Background: an optimization exercise with open tools, aiming at small area. Do not read the settings as production practice. Only simulation tests tie the RTL to the original design; equivalence was not proved. Power figures rest on the tool's default switching activity, not on a simulated workload.

**flow/run.sh**
```bash
#!/bin/bash
# synth_recipe.tcl (not shown) runs the flow's synth.tcl, then flattens the netlist and writes it again
# the make line also repeats each setting of config.mk as NAME=value (left out here)
make -C /OpenROAD-flow-scripts/flow DESIGN_CONFIG=/design/flow/config.mk WORK_HOME=/design/flow/orfs CLKGATE_MAP_FILE= SYNTH_SCRIPT=/design/flow/synth_recipe.tcl finish
```
**flow/config.mk**
```make
export PLATFORM = sky130hd
export DESIGN_NAME = parking_lot_occupancy_counter
export DESIGN_NICKNAME = parking_lot_occupancy_counter
export VERILOG_FILES = /design/flow/design.v
export SDC_FILE = /design/flow/constraint.sdc
export NUM_CORES = 4
export LEC_CHECK = 0
export CAP_MARGIN = 20
export CORE_MARGIN = 2
export CORE_UTILIZATION = 40
export SLEW_MARGIN = 20
```
**flow/constraint.sdc**
```tcl
create_clock -name core_clock -period 10.0 [get_ports {clk}]
set_input_delay 2.0000 -clock core_clock [delete_from_list [all_inputs] [get_ports {clk}]]
set_output_delay 2.0000 -clock core_clock [all_outputs]
set_load 0.01 [all_outputs]
```
**flow/design.v**
```verilog
`timescale 1ns / 1ps
module add_3(
    input [3:0]A,
    output reg [3:0]S
    );
    always @(A)
    begin
        if(A <= 4)
            S = A;
        else
            S = A + 3;
    end
endmodule
`timescale 1ns / 1ps
module bin2bcd(
    input [7:0]bin,
    output [11:0]bcd
    );
    wire[18:0] add_out;
    assign bcd[11:10] = 0;
    assign bcd[0] = bin[0]; 
    add_3 A0(.A({1'b0, bin[7:5]})        , .S(add_out[18:15]));
    add_3 A1(.A({add_out[17:15], bin[4]}), .S(add_out[14:11]));
    add_3 A2(.A({add_out[13:11], bin[3]}), .S(add_out[10:7]));
    add_3 A3(.A({add_out[9:7], bin[2]})  , .S(add_out[6:3]));
    add_3 A4(.A({add_out[5:3], bin[1]})  , .S(bcd[4:1]));
    add_3 A5(.A({1'b0, add_out[18], add_out[14], add_out[10]}), .S({bcd[9], add_out[2:0]}));
    add_3 A6(.A({add_out[2:0], add_out[6]})                   , .S(bcd[8:5]));
endmodule
`timescale 1ns / 1ps
module hex2sseg(
    input [3:0] hex,
    output reg [6:0] sseg  
    );
    always @(hex)
        case(hex)  
            0: sseg = 7'b1000000;
            1: sseg = 7'b1111001;            
            2: sseg = 7'b0100100;             
            3: sseg = 7'b0110000;              
            4: sseg = 7'b0011001;             
            5: sseg = 7'b0010010;             
            6: sseg = 7'b0000010;             
            7: sseg = 7'b1111000;             
            8: sseg = 7'b0000000;             
            9: sseg = 7'b0010000;             
            10: sseg = 7'b0001000;             
            11: sseg = 7'b0000011;             
            12: sseg = 7'b1000110;             
            13: sseg = 7'b0100001;             
            14: sseg = 7'b0000110;             
            15: sseg = 7'b0001110;             
        endcase
endmodule
`timescale 1ns / 1ps
module decoder_generic               
    #(parameter N = 3)(
    input [N - 1:0] w,
    input en,
    output reg [0:2 ** N - 1] y      
    );
    always @(w, en)
    begin
        y = 'b0;
        if (en)
            y[w] = 1'b1; 
        else
            y = 'b0;
    end
endmodule
`timescale 1ns / 1ps
module mux_8x1_6bit(
    input [2:0]sel,
    input [5:0]I7,
    input [5:0]I6,
    input [5:0]I5,
    input [5:0]I4,
    input [5:0]I3,
    input [5:0]I2,
    input [5:0]I1,
    input [5:0]I0,
    output reg[5:0]D_out
    );
    always @(I0, I1, I2, I3, I4, I5, I6, I7, sel)
    begin
        case(sel)
        3'b000: D_out = I7;
        3'b001: D_out = I6;
        3'b010: D_out = I5;
        3'b011: D_out = I4;
        3'b100: D_out = I3;
        3'b101: D_out = I2;
        3'b110: D_out = I1;
        3'b111: D_out = I0;
	default: D_out = I7;
        endcase
    end
endmodule
`timescale 1ns / 1ps
module timer_input
    #(parameter BITS = 8)(
    input clk,
    input reset_n,
    input enable,
    input [BITS - 1:0] FINAL_VALUE,
    output done
    );
    reg [BITS - 1:0] Q_reg, Q_next;
    always @(posedge clk, negedge reset_n)
    begin
        if (~reset_n)
            Q_reg <= 'b0;
        else if(enable)
            Q_reg <= Q_next;
        else
            Q_reg <= Q_reg;
    end
    assign done = Q_reg == FINAL_VALUE;
    always @(*)
        Q_next = done ? 'b0 : Q_reg + 1;
endmodule
`timescale 1ns / 1ps
module timer_parameter
    #(parameter FINAL_VALUE = 255)(
    input clk,
    input reset_n,
    input enable,
    output done
    );
    localparam BITS = $clog2(FINAL_VALUE);
    reg [BITS - 1:0] Q_reg, Q_next;
    always @(posedge clk, negedge reset_n)
    begin
        if (~reset_n)
            Q_reg <= 'b0;
        else if(enable)
            Q_reg <= Q_next;
        else
            Q_reg <= 'b0;
    end
    assign done = Q_reg == FINAL_VALUE;
    always @(*)
        Q_next = done? 'b0: Q_reg + 1;
endmodule
`timescale 1ns / 1ps
module udl_counter
    #(parameter BITS = 3)(   
    input clk,
    input reset_n,
    input enable,
    input up,  
    input load,
    input [BITS - 1:0] D,
    output [BITS - 1:0] Q
    );
    reg [BITS - 1:0] Q_reg, Q_next;
    always @(posedge clk, negedge reset_n)
    begin
        if (~reset_n)
            Q_reg <= 'b0;
        else if(enable)
            Q_reg <= Q_next;
        else
            Q_reg <= Q_reg;
    end
    always @(Q_reg, up, load, D)
    begin
        Q_next = Q_reg;
        casex({load,up})
            2'b00: Q_next = Q_reg - 1;
            2'b01: Q_next = Q_reg + 1;
            2'b1x: Q_next = D;
            default: Q_next = Q_reg;
        endcase
    end
    assign Q = Q_reg;
endmodule
`timescale 1ns / 1ps
module debouncer_delayed_fsm(
    input clk, reset_n,
    input noisy, timer_done,
    output timer_reset, debounced
    );
    reg [1:0] state_reg, state_next;
    parameter s0 = 0, s1 = 1, s2 = 2, s3 = 3;
    always @(posedge clk, negedge reset_n)
    begin
        if (~reset_n)
            state_reg <= 0;
        else
            state_reg <= state_next;
    end
    always @(*)
    begin
        state_next = state_reg;
        case(state_reg)
            s0: if (~noisy)
                    state_next = s0;
                else if (noisy)
                    state_next = s1;
            s1: if (~noisy)
                    state_next = s0;
                else if (noisy & ~timer_done)
                    state_next = s1;
                else if (noisy & timer_done)
                    state_next = s2;
            s2: if (~noisy)
                    state_next = s3;
                else if (noisy)
                    state_next = s2;
            s3: if (noisy)
                    state_next = s2;
                else if (~noisy & ~timer_done)
                    state_next = s3;
                else if (~noisy & timer_done)
                    state_next = s0;
            default: state_next = s0;                                             
        endcase
    end
    assign timer_reset = (state_reg == s0) | (state_reg == s2);
    assign debounced = (state_reg == s2) | (state_reg == s3);
endmodule
`timescale 1ns / 1ps
module debouncer_delayed(
    input clk, reset_n,
    input noisy,
    output debounced
    );
    wire timer_done, timer_reset;
    debouncer_delayed_fsm FSM0(
        .clk(clk),
        .reset_n(reset_n),
        .noisy(noisy),
        .timer_done(timer_done),
        .timer_reset(timer_reset),
        .debounced(debounced)
    );
    timer_parameter #(.FINAL_VALUE(1_999)) T0(
        .clk(clk),
        .reset_n(reset_n),
        .enable(~timer_reset),
        .done(timer_done)
    );
endmodule
`timescale 1ns / 1ps
module parking_lot_fsm(
    input clk,
    input reset_n,
    input [1:0]x,
    output car_enter,
    output car_exit
    );
    reg [2:0] state_reg, state_next;
    localparam s0 = 0;
    localparam s1 = 1;
    localparam s2 = 2;
    localparam s3 = 3;
    localparam s4 = 4;
    localparam s5 = 5;
    localparam s6 = 6;
    always @(posedge clk, negedge reset_n)
    begin
        if(~reset_n)
            state_reg <= 0;
        else
            state_reg <= state_next;
    end
    always @(*)
    begin
        case(state_reg)
            s0: if(x == 2'b01)
                    state_next = s1;
                else if(x == 2'b10)
                    state_next = s2;
                else if(x == 2'b11)
                    state_next = s0;
                else
                    state_next = s0;
            s1: if(x == 2'b01)
                    state_next = s1;
                else if(x == 2'b10)
                    state_next = s0;
                else if(x == 2'b11)
                    state_next = s3;
                else
                    state_next = s0;
            s2: if(x == 2'b01)
                    state_next = s0;
                else if(x == 2'b10)
                    state_next = s2;
                else if(x == 2'b11)
                    state_next = s4;
                else
                    state_next = s0;
            s3: if(x == 2'b01)
                    state_next = s1;
                else if(x == 2'b10)
                    state_next = s5;
                else if(x == 2'b11)
                    state_next = s3;
                else
                    state_next = s0;
            s4: if(x == 2'b01)
                    state_next = s6;
                else if(x == 2'b10)
                    state_next = s2;
                else if(x == 2'b11)
                    state_next = 4;
                else
                    state_next = s0;
            s5: if(x == 2'b01)
                    state_next = s0;
                else if(x == 2'b10)
                    state_next = s5;
                else if(x == 2'b11)
                    state_next = 3;
                else
                    state_next = s0;
            s6: if(x == 2'b01)
                    state_next = s6;
                else if(x == 2'b10)
                    state_next = s0;
                else if(x == 2'b11)
                    state_next = s4;
                else
                    state_next = s0;
            default: state_next = state_reg;
        endcase
    end
    assign car_enter = (state_reg == s6 & x == 2'b00);
    assign car_exit = (state_reg == s5 & x == 2'b00);
endmodule
`timescale 1ns / 1ps
module sseg_driver(
    input clk,
    input reset_n,
    input [5:0]I7,
    input [5:0]I6,
    input [5:0]I5,
    input [5:0]I4,
    input [5:0]I3,
    input [5:0]I2,
    input [5:0]I1,
    input [5:0]I0,
    output [0:7]AN,
    output [6:0]sseg,
    output DP
    );
    wire done;
    wire [2:0]Q;
    wire [5:0]D_out;
    wire [0:7]y;
    timer_input TI0(
        .clk(clk),
        .reset_n(reset_n),
        .enable(1),
        .FINAL_VALUE(8'b1111_1111),
        .done(done)
    );
    udl_counter UC0(
        .clk(clk),
        .reset_n(reset_n),
        .enable(done),
        .up(1),
        .load(0),
        .D('b0),
        .Q(Q)
    );
    mux_8x1_6bit MU0(
        .sel(Q),
        .I7(I7),
        .I6(I6),
        .I5(I5),
        .I4(I4),
        .I3(I3),
        .I2(I2),
        .I1(I1),
        .I0(I0),
        .D_out(D_out)
    );
    decoder_generic DG0(
        .w(Q),
        .en(D_out[5]),
        .y(y)
    );
    hex2sseg H2S0(
        .hex(D_out[4:1]),
        .sseg(sseg)
    );
    assign DP = D_out[0];
    assign AN = ~y;
endmodule
`timescale 1ns / 1ps
module parking_lot_occupancy_counter(
    input clk,
    input reset_n,
    input button0,
    input button1,
    input button_reset,
    output [6:0]sseg,
    output [0:7]AN,
    output DP
    );
    wire [1:0]x;
    wire car_enter;
    wire car_exit;
    wire counter_mode;
    wire en;
    wire [7:0]count_bin;
    wire [11:0]count_bcd;
    wire counter_reset;
    debouncer_delayed DD0(   
        .clk(clk),
        .reset_n(reset_n),
        .noisy(button0),
        .debounced(x[0])
    );
    debouncer_delayed DD1(   
        .clk(clk),
        .reset_n(reset_n),
        .noisy(button1),
        .debounced(x[1])
    );
    debouncer_delayed DD2(   
        .clk(clk),
        .reset_n(reset_n),
        .noisy(button_reset),
        .debounced(counter_reset)
    );
    parking_lot_fsm FSM0(
        .clk(clk),
        .reset_n(reset_n),
        .x(x),
        .car_enter(car_enter),
        .car_exit(car_exit)
    );
    assign en = car_enter | car_exit;
    assign counter_mode = car_enter;
    udl_counter #(.BITS(8)) UC1(
        .clk(clk),
        .reset_n(reset_n),
        .enable(en | counter_reset),
        .up(counter_mode),
        .load(counter_reset),
        .D('b0),
        .Q(count_bin)
    );  
    bin2bcd BB0(
        .bin(count_bin),
        .bcd(count_bcd)
    );
    sseg_driver SD0(
        .clk(clk),
        .reset_n(reset_n),
        .I7({1'b1, count_bcd[3:0], 1'b1}),
        .I6({1'b1, count_bcd[7:4], 1'b1}),
        .I5({1'b1, count_bcd[11:8], 1'b1}),
        .I4(6'b00001),
        .I3(6'b00001),
        .I2(6'b00001),
        .I1(6'b00001),
        .I0(6'b00001),
        .AN(AN),
        .sseg(sseg),
        .DP(DP)
    );
endmodule
```
==> summary.txt <==
Die
The number of standard-cell rows in the floorplan is 38. The total core area is 0.01098 sq mm. During I/O placement, the number of pins put on the boundary was 21. The overall die area is 0.01227 sq mm. The initial utilization of the core area, before any placement, comes to 0.4150. The y dimension of the die is 110.8 um.

Measured along the x axis, the die boundary spans 110.8 um.

GRT
The first global-routing pass estimated 14580 um of wire. The number of global-route vias before repair is 3259. In the global route stage, met1 resource usage came out at 0.1802. The overall overflow remaining after global route is 0. The number of antenna violations at the first check in global routing is 0. The met3 layer usage reported by global route is 0.02843.

The maximum number of pins on one net before global-route repair is 62. After global routing, the most crowded layer is met2. For this run, the total global-route usage over all layers was measured as 0.1387. In the global route stage, met2 resource usage came out at 0.2319.

Logic synthesis
The flip-flop and latch count after synthesis is 61. The fraction of post-synthesis cell area in the top cell type by area is 0.3349. The number of enable-type register cells in the synthesized netlist is 0. The share of the Yosys chip area taken by registers is 0.3349. Counting distinct cell types in the post-synthesis netlist gives 72. The share of synthesized flip-flops with an asynchronous set or reset is 1.000. The most used standard cell by instance count after synthesis is sky130_fd_sc_hd__dfrtp_1. The synthesized instance count is 501. The most area-hungry cell type in the Yosys netlist is sky130_fd_sc_hd__dfrtp_1. The flip-flop cell with the highest count after synthesis is sky130_fd_sc_hd__dfrtp_1.

In the post-synthesis netlist, the biggest area contributors are sky130_fd_sc_hd__dfrtp_1 33%, sky130_fd_sc_hd__ha_1 11%, sky130_fd_sc_hd__xnor2_1 6.1%, sky130_fd_sc_hd__nor2_1 4.5%, sky130_fd_sc_hd__xor2_1 3.8%. Counting instances in the post-synthesis netlist gives the leading cell types as 61 x sky130_fd_sc_hd__dfrtp_1, 55 x sky130_fd_sc_hd__nor2_1, 41 x sky130_fd_sc_hd__ha_1, 38 x sky130_fd_sc_hd__nand2_1, 32 x sky130_fd_sc_hd__xnor2_1. The area of the mapped netlist is 0.004558 sq mm.

The warning count from the yosys run is 11. The synthesized area per cell is 9.098 sq um.

Clocking
The number of clock buffers inserted by TritonCTS is 9. After clock tree synthesis, the flow added hold-fix buffers numbering 0. The count of cells resized by post-cts repair is 0. The clock net in this run drives a total of 61 sinks. The CTS root buffer is sky130_fd_sc_hd__clkbuf_16. The number of H-tree levels is 3. The clock passes through at most 2 buffers. The clock latency on the worst-skew pair is 0.32 ns. The CTS tree is yes. The clock transition time at the flip-flop clock pins of the worst setup and hold paths is 0.05 ns. In this run the post-CTS setup repair buffer count came out at 0.

Critical path
The maximum fanout encountered on the critical timing path is 12. The critical path is of the reg -> out type. The arrival time of data at the critical path endpoint is 6.06 ns. The worst setup path is launched from a flop.

The kind of end point of the critical path is an output pin. STA puts the critical path data required time at 8.00 ns.

Drt
The final layout contains routed wiring with a total length of 8292 um. The first routing iteration left 272 violations. The mean routed wirelength per cell is 12.66 um. The detailed-route DRC error count is 0. The detail route stage leaves a number of antenna-violating nets equal to 0.

The detailed router placed 3398 vias in this run. The via-per-instance ratio is 5.188. For this run, the detailed router's first-pass iteration total came to 4.

Pwr
The maximum VDD drop is 0.1130 mV. Power spread over the standard cell area amounts to 169.7 mW/mm^2. Of the total power, combinational logic draws 0.300.

The switching share of power is 0.3087. The cell-internal power is 0.5967 mW. The switching component of the power is 0.2665 mW. The share of total power dissipated in the clock network is 0.364. The share of total power dissipated in sequential elements is 0.336. The static leakage is 2.264 nW. The total power of the final layout is 0.8631 mW.

STA
The headroom to the max-slew limit is 0.4414. The final clock skew is 0.004969 ns. The minimum period implied by the final worst setup slack is 8.065 ns.

The sum of negative setup slack is 0 ns. Based on the critical path, the design can be clocked at up to 0.1240 GHz. Setup repair after global routing left no endpoint under its margin. The total of endpoints with negative setup slack in the final report is 0. The share of the clock period used by the worst path after layout is 0.8065. The transition time at the pin with the least slew margin is 0.8347 ns.

The number of slew-limit violations in the final report was 0. The final hold violation count was 0.

Layout
After the last flow step, the layout net total stands at 557. In the final layout, the share of cells above drive strength 1 is 0.08544. Once layout is complete, the cells apart from fillers number 655.

The synthesis-to-finish area growth is 11.61%. The count of antenna diodes in the layout is 0. Counting the fill cells in the layout gives 1054.

Job
The max-cap check violation count is 0.

Status
The run finished with no timing, DRC or antenna violations.

Placement
The placer's final routability congestion estimate is 0.8529. After legalization and detailed placement, the total HPWL measured 6097 um. The number of placed instances with taps included is 639. The number of buffer cells added on primary ports is 18.

Worst hold path
The worst hold path belongs to the class reg -> reg.
## per-layer routing
metal,vias up,part of all wire,wire [um]
met5,-,0,0
met2,63,0.47,3870
li1,1744,-,-
met3,9,0.034,286
met4,0,0.013,105
met1,1582,0.49,4030
## layout make-up
class                   instances  area [sq um]  area share
repair buffers                 19         182.7     0.03591
clock inverters                 5         58.81     0.01156
well taps                     140         175.2     0.03443
multi-input cells             388          2775      0.5455
inverters                      31         116.4     0.02287
flip-flops and latches         61          1526      0.3000
clock buffers                  11         252.7     0.04968
## critical path, cell delays in order, from the launching register on
cell and delay [ns]:
sky130_fd_sc_hd__dfrtp_1 0.46, sky130_fd_sc_hd__inv_1 0.11, sky130_fd_sc_hd__ha_1 0.20, sky130_fd_sc_hd__inv_1 0.07, sky130_fd_sc_hd__ha_1 0.25, sky130_fd_sc_hd__xnor2_1 0.60, sky130_fd_sc_hd__a21oi_1 0.12, sky130_fd_sc_hd__a2111oi_0 0.48
sky130_fd_sc_hd__o2bb2ai_1 0.20, sky130_fd_sc_hd__ha_1 0.29, sky130_fd_sc_hd__and2_2 0.18, sky130_fd_sc_hd__a221o_1 0.33, sky130_fd_sc_hd__mux2_4 0.30, sky130_fd_sc_hd__a21oi_1 0.23, sky130_fd_sc_hd__mux2i_1 0.13, sky130_fd_sc_hd__a2bb2oi_1 0.69
sky130_fd_sc_hd__and2b_1 0.28, sky130_fd_sc_hd__a221o_1 0.34, sky130_fd_sc_hd__clkdlybuf4s50_1 0.48
## power by group through the flow
stage | Combinational [mW] | Sequential (mW) | Clock [mW]
3_5_place_dp | 0.259 | 0.295 | 0
6_report | 0.259 | 0.290 | 0.314
4_1_cts | 0.260 | 0.290 | 0.320
5_1_grt | 0.288 | 0.294 | 0.332
2_1_floorplan | 0.212 | 0.277 | 0
3_3_place_gp | 0.253 | 0.293 | 0
## cell families after synthesis
kind of cell,Yosys count,share of synthesized area
AO/OA/AOI/OAI,84,0.1290
XOR/XNOR,53,0.1035
adder cells (fa/ha/maj),42,0.1169
buffers and inverters,53,0.05709
flip-flops,61,0.3349
multiplexers,22,0.05215
other,1,0.0008227
AND/OR/NAND/NOR,185,0.2056
## final timing paths
check | start | to | slack [ns] | depth (start not counted)
worst max-delay path | UC1.Q_reg[5]$_DFFE_PN0P_ | sseg[0] | 1.94 | 18
worst min-delay path | DD0.T0.Q_reg[0]$_DFF_PN0_ | DD0.T0.Q_reg[0]$_DFF_PN0_ | 0.45 | 1
worst max register to register | DD0.FSM0.state_reg[1]$_DFFE_PN0P_ | UC1.Q_reg[7]$_DFFE_PN0P_ | 6.51 | 15
worst min register to register | DD0.T0.Q_reg[0]$_DFF_PN0_ | DD0.T0.Q_reg[0]$_DFF_PN0_ | 0.45 | 1
max in group asynchronous | reset_n | SD0.UC0.Q_reg[0]$_DFFE_PN0N_ | 7.66 | 2
min in group asynchronous | reset_n | DD2.T0.Q_reg[8]$_DFF_PN0_ | 1.83 | 2
## per-stage QoR
stage	worst slack, ns	util	hold slack, ns	cell area [sq um]
floorplan	3.473	-	0.4244	4562
global placement	2.579	0.4348	0.4402	4776
detailed placement	2.354	0.4348	0.4482	4776
CTS	1.992	0.4632	0.4555	5087
global route	1.411	0.4632	0.4803	5087
finish	1.935	0.4632	0.4500	5087
## cell usage in the layout, fill, tap and decap left out, types with 3 or more instances in the layout
master	instances
sky130_fd_sc_hd__mux2i_1	13
sky130_fd_sc_hd__nand2b_1	6
sky130_fd_sc_hd__clkbuf_16	9
sky130_fd_sc_hd__o21ai_0	18
sky130_fd_sc_hd__a31oi_1	3
sky130_fd_sc_hd__ha_1	41
sky130_fd_sc_hd__o22ai_1	3
sky130_fd_sc_hd__mux2_2	7
sky130_fd_sc_hd__a21oi_1	20
sky130_fd_sc_hd__dfrtp_1	61
sky130_fd_sc_hd__and3_1	20
sky130_fd_sc_hd__clkdlybuf4s50_1	17
sky130_fd_sc_hd__xor2_1	20
sky130_fd_sc_hd__a311oi_1	4
sky130_fd_sc_hd__nor4_1	9
sky130_fd_sc_hd__o21bai_1	4
sky130_fd_sc_hd__xnor2_1	32
sky130_fd_sc_hd__nor2_1	55
sky130_fd_sc_hd__nand2_1	38
sky130_fd_sc_hd__inv_1	30
sky130_fd_sc_hd__nand4_1	4
sky130_fd_sc_hd__nor2b_1	11
sky130_fd_sc_hd__a211oi_1	4
sky130_fd_sc_hd__nand3_1	20
sky130_fd_sc_hd__and2_1	4

[separate check: timing with driven ports]
The results above use ideal ports. As a check the final layout listed here was re-extracted and re-timed, cells and wires unchanged.
Step 1: set_driving_cell puts a clkbuf_16 on clk and a buf_2 on each other input, an assumption about the parent block.
Step 2 adds t to the input delays and takes it off the output delays; t is the mean of the earliest and latest rising clock arrival at the registers after step 1. Input paths then give back, and output paths get back, about the clock's delay inside the block.
Three values: no drivers, after step 1, after step 2; two values: the first two.
shift t [ns]: 0.356
setup slack, ns: 1.935 / 1.899 / 2.255
hold WS [ns]: 0.450 / 0.450 / 0.450
cell pins on the clock port's net: 1
After both steps this run still meets setup and hold. For this run, drivers alone change the setup slack by -0.036 ns; drivers and shift together by +0.320 ns.
